This design comes from an exercise in tuning for small area, a short achievable clock period and few clock cycles on the open sky130 flow, not from production work.
Power is estimated from default activity; no workload was simulated.

maple:
==> flow/design.v <==
module Add32 #(parameter W = 32) (
    input  logic [W-1:0] a,
    input  logic [W-1:0] b,
    input  logic         cin,
    output logic [W-1:0] s,
    output logic         cout);
    localparam L = $clog2(W);
    logic [W-1:0] p0;
    logic [W-1:0] g [0:L];
    logic [W-1:0] p [0:L];
    always_comb begin
        p0 = a ^ b;
        g[0] = a & b;
        g[0][0] = (a[0] & b[0]) | (p0[0] & cin);
        p[0] = p0;
        for (int l = 0; l < L; l++) begin
            for (int i = 0; i < W; i++) begin
                if ((i >> l) & 1) begin
                    g[l+1][i] = g[l][i] | (p[l][i] & g[l][((i >> l) << l) - 1]);
                    p[l+1][i] = p[l][i] & p[l][((i >> l) << l) - 1];
                end else begin
                    g[l+1][i] = g[l][i];
                    p[l+1][i] = p[l][i];
                end
            end
        end
        s = p0 ^ {g[L][W-2:0], cin};
        cout = g[L][W-1];
    end
endmodule
module Add16 #(parameter W = 16) (
    input  logic [W-1:0] a,
    input  logic [W-1:0] b,
    input  logic         cin,
    output logic [W-1:0] s,
    output logic         cout);
    localparam L = $clog2(W);
    logic [W-1:0] p0;
    logic [W-1:0] g [0:L];
    logic [W-1:0] p [0:L];
    always_comb begin
        p0 = a ^ b;
        g[0] = a & b;
        g[0][0] = (a[0] & b[0]) | (p0[0] & cin);
        p[0] = p0;
        for (int l = 0; l < L; l++) begin
            for (int i = 0; i < W; i++) begin
                if ((i >> l) & 1) begin
                    g[l+1][i] = g[l][i] | (p[l][i] & g[l][((i >> l) << l) - 1]);
                    p[l+1][i] = p[l][i] & p[l][((i >> l) << l) - 1];
                end else begin
                    g[l+1][i] = g[l][i];
                    p[l+1][i] = p[l][i];
                end
            end
        end
        s = p0 ^ {g[L][W-2:0], cin};
        cout = g[L][W-1];
    end
endmodule
module RdMux #(parameter WIDTH = 32) (
    input  logic [7:0]       sel,
    input  logic [WIDTH-1:0] f, r1, r2, r3, r4, r5, r6, r7,
    output logic [WIDTH-1:0] q);
    assign q = (f  & {WIDTH{sel[0]}}) | (r1 & {WIDTH{sel[1]}})
             | (r2 & {WIDTH{sel[2]}}) | (r3 & {WIDTH{sel[3]}})
             | (r4 & {WIDTH{sel[4]}}) | (r5 & {WIDTH{sel[5]}})
             | (r6 & {WIDTH{sel[6]}}) | (r7 & {WIDTH{sel[7]}});
endmodule
module Processor #(parameter WIDTH = 32) (
    input  logic               i_clk,
    input  logic               i_reset,
    input  logic [WIDTH-1:0]   i_ReadData,
    output logic               o_memwrite,
    output logic [WIDTH-1:0]   o_WriteData,
    output logic [WIDTH-1:0]   o_Address);
    logic [31:0] rf [1:7];
    logic [15:0] pc;         
    logic        m_ld, m_st, m;            
    logic [31:0] m_ea;                     
    logic [7:1]  m_we;                     
    logic        e_ld, e_st, e_bq;         
    logic        e_sub, e_and, e_or, e_slt;
    logic [7:1]  e_we;                     
    logic [7:1]  e_lw;                     
    logic [2:0]  e_rs, e_rt;
    logic [31:0] opA;
    logic [31:0] opB;                      
    logic [15:0] e_tgt;                    
    logic [31:0] sum;
    logic        sum_c;
    Add32 add_alu (.a(opA), .b(opB), .cin(e_sub), .s(sum), .cout(sum_c));
    logic [31:0] res;
    always_comb begin
        if (e_and)      res = opA & opB;
        else if (e_or)  res = opA | opB;
        else if (e_slt) res = {31'd0, sum[31]};
        else            res = sum;
    end
    wire        e_taken = ~m & e_bq & (opA == opB);
    wire [31:0] ea = opA + {16'd0, e_tgt};
    wire [31:0] wd   = m ? i_ReadData : res;
    wire [7:1]  w_oh = m ? m_we : e_we;
    wire [31:0] ins   = i_ReadData;
    wire [5:0]  op    = ins[31:26];
    wire [5:0]  funct = ins[5:0];
    wire [15:0] imm   = ins[15:0];
    wire        f_v   = ~m & ~e_taken;
    wire        is_r  = (op == 6'h00);
    wire        is_lb = (op == 6'h20);
    wire        is_sb = (op == 6'h28);
    wire        is_bq = (op == 6'h04);
    wire        is_j  = (op == 6'h02);
    wire        re = m | e_st;
    wire [2:0]  ra = m ? e_rs : ins[23:21];
    wire [2:0]  rb = re ? e_rt : ins[18:16];
    logic [7:0] sel_a, sel_b;
    always_comb begin
        sel_a[0] = 1'b0;
        sel_b[0] = 1'b0;
        for (int i = 1; i < 8; i++) begin
            sel_a[i] = ~w_oh[i] & (ra == i[2:0]);
            sel_b[i] = ~w_oh[i] & (rb == i[2:0]);
            sel_a[0] = sel_a[0] | (w_oh[i] & (ra == i[2:0]));
            sel_b[0] = sel_b[0] | (w_oh[i] & (rb == i[2:0]));
        end
    end
    logic [31:0] a, b;
    RdMux rd_a (.sel(sel_a), .f(wd), .r1(rf[1]), .r2(rf[2]), .r3(rf[3]), .r4(rf[4]),
                .r5(rf[5]), .r6(rf[6]), .r7(rf[7]), .q(a));
    RdMux rd_b (.sel(sel_b), .f(wd), .r1(rf[1]), .r2(rf[2]), .r3(rf[3]), .r4(rf[4]),
                .r5(rf[5]), .r6(rf[6]), .r7(rf[7]), .q(b));
    wire f_sub = is_r & ((funct == 6'h22) | (funct == 6'h2A));
    wire n_sub = re ? (m & e_sub) : f_sub;
    wire [15:0] pc1 = pc + 16'd1;
    always_ff @(posedge i_clk) begin
        if (i_reset) begin
            e_ld <= 1'b0;
            e_st <= 1'b0;
            e_bq <= 1'b0;
            e_we <= 7'd0;
            e_lw <= 7'd0;
        end else if (!m) begin
            if (!f_v) begin
                e_ld <= 1'b0;
                e_st <= 1'b0;
                e_bq <= 1'b0;
                e_we <= 7'd0;
                e_lw <= 7'd0;
            end else begin
                e_ld <= is_lb;
                e_st <= is_sb;
                e_bq <= is_bq;
                for (int i = 1; i < 8; i++) begin
                    e_we[i] <= is_r & (ins[13:11] == i[2:0]);
                    e_lw[i] <= is_lb & (ins[18:16] == i[2:0]);
                end
            end
        end
    end
    always_ff @(posedge i_clk) begin
        opA <= a;
        opB <= b ^ {32{n_sub}};
        if (!m) begin
            e_sub <= f_sub;
            e_and <= is_r & (funct == 6'h24);
            e_or  <= is_r & (funct == 6'h25);
            e_slt <= is_r & (funct == 6'h2A);
            e_tgt <= (is_lb | is_sb) ? imm : pc1 + imm;
            e_rt  <= ins[18:16];
        end
    end
    always_ff @(posedge i_clk) begin
        if (i_reset || m) begin
            m_ld <= 1'b0;
            m_st <= 1'b0;
            m    <= 1'b0;
        end else begin
            m_ld <= e_ld;
            m_st <= e_st;
            m    <= e_ld | e_st;
        end
    end
    always_ff @(posedge i_clk) begin
        m_ea <= ea;
        m_we <= e_lw;
        e_rs <= ins[23:21];      
    end
    always_ff @(posedge i_clk) begin
        if (i_reset)      pc <= 16'd0;
        else if (e_taken) pc <= e_tgt;
        else if (m)       pc <= pc;
        else if (is_j)    pc <= imm;
        else              pc <= pc1;
    end
    always_ff @(posedge i_clk) begin
        for (int i = 1; i < 8; i++)
            if (w_oh[i]) rf[i] <= wd;
    end
    assign o_memwrite  = m_st;
    assign o_WriteData = opB;
    assign o_Address   = m ? m_ea : {16'd0, pc};
endmodule
Settings: LEC_CHECK=0, CAP_MARGIN=20, CORE_MARGIN=2, CORE_UTILIZATION=40, SETUP_SLACK_MARGIN=3.3, SLEW_MARGIN=20, SYNTH_HIERARCHICAL=1, SYNTH_MINIMUM_KEEP_SIZE=0; clock period 7.0 ns.
run.sh (not shown) runs the stock make flow with config.mk's settings and CLKGATE_MAP_FILE= SYNTH_SCRIPT=/design/flow/synth_recipe.tcl, a recipe that flattens the netlist after the stock synthesis.
Edits applied to the flow inputs when going from maple to juniper:
- a change of SETUP_SLACK_MARGIN from 3.3 to 3.0
Findings:
Diff maple -> juniper | first-pass iteration count of the detailed router | increase of 2. juniper reports a higher sequential share of layout area than maple does. Share of power burned in the clock network in juniper is 0.9 points below maple. Area added between synthesis and finish for juniper: 4.3 points down relative to maple. As of juniper, maximum number of pins on one net before global-route repair had risen by more than a quarter compared to maple. Compared with maple, juniper has less setup slack.
No run of this note included a check of the RTL's function; only the layout flow was run.

==> separate check: timing with driven ports <==
No port has a modelled driver above. Below, the same layouts with a new extraction and two added sets of constraints. Step 1 (the two cells are an assumption about what drives the block):
set clk [get_ports {i_clk}]
set_driving_cell -lib_cell sky130_fd_sc_hd__clkbuf_16 $clk
set_driving_cell -lib_cell sky130_fd_sc_hd__buf_2 [delete_from_list [all_inputs] $clk]
Step 2 adds t to the input delays and takes it off the output delays; t is the mean of the earliest and latest rising clock arrival at the registers after step 1. Input paths then give back, and output paths get back, about the clock's delay inside the block. a / b / c = no drivers / after step 1 / after step 2; a / b = the first two.
run | t (ns) | slack for setup (ns) | hold WS [ns] | worst register clock-pin slew, ns | cell pins on the clock port's net
maple | 0.638 | 3.015 / 3.015 / 2.660 | 0.338 / 0.338 / 0.338 | 0.07 / 0.07 | 1
juniper | 0.621 | 2.936 / 2.936 / 2.489 | 0.351 / 0.351 / 0.351 | 0.06 / 0.06 | 1
After both steps every run listed still meets setup and hold. For juniper, which loses most, drivers alone change the setup slack by 0.000 ns; drivers and shift together by -0.447 ns.
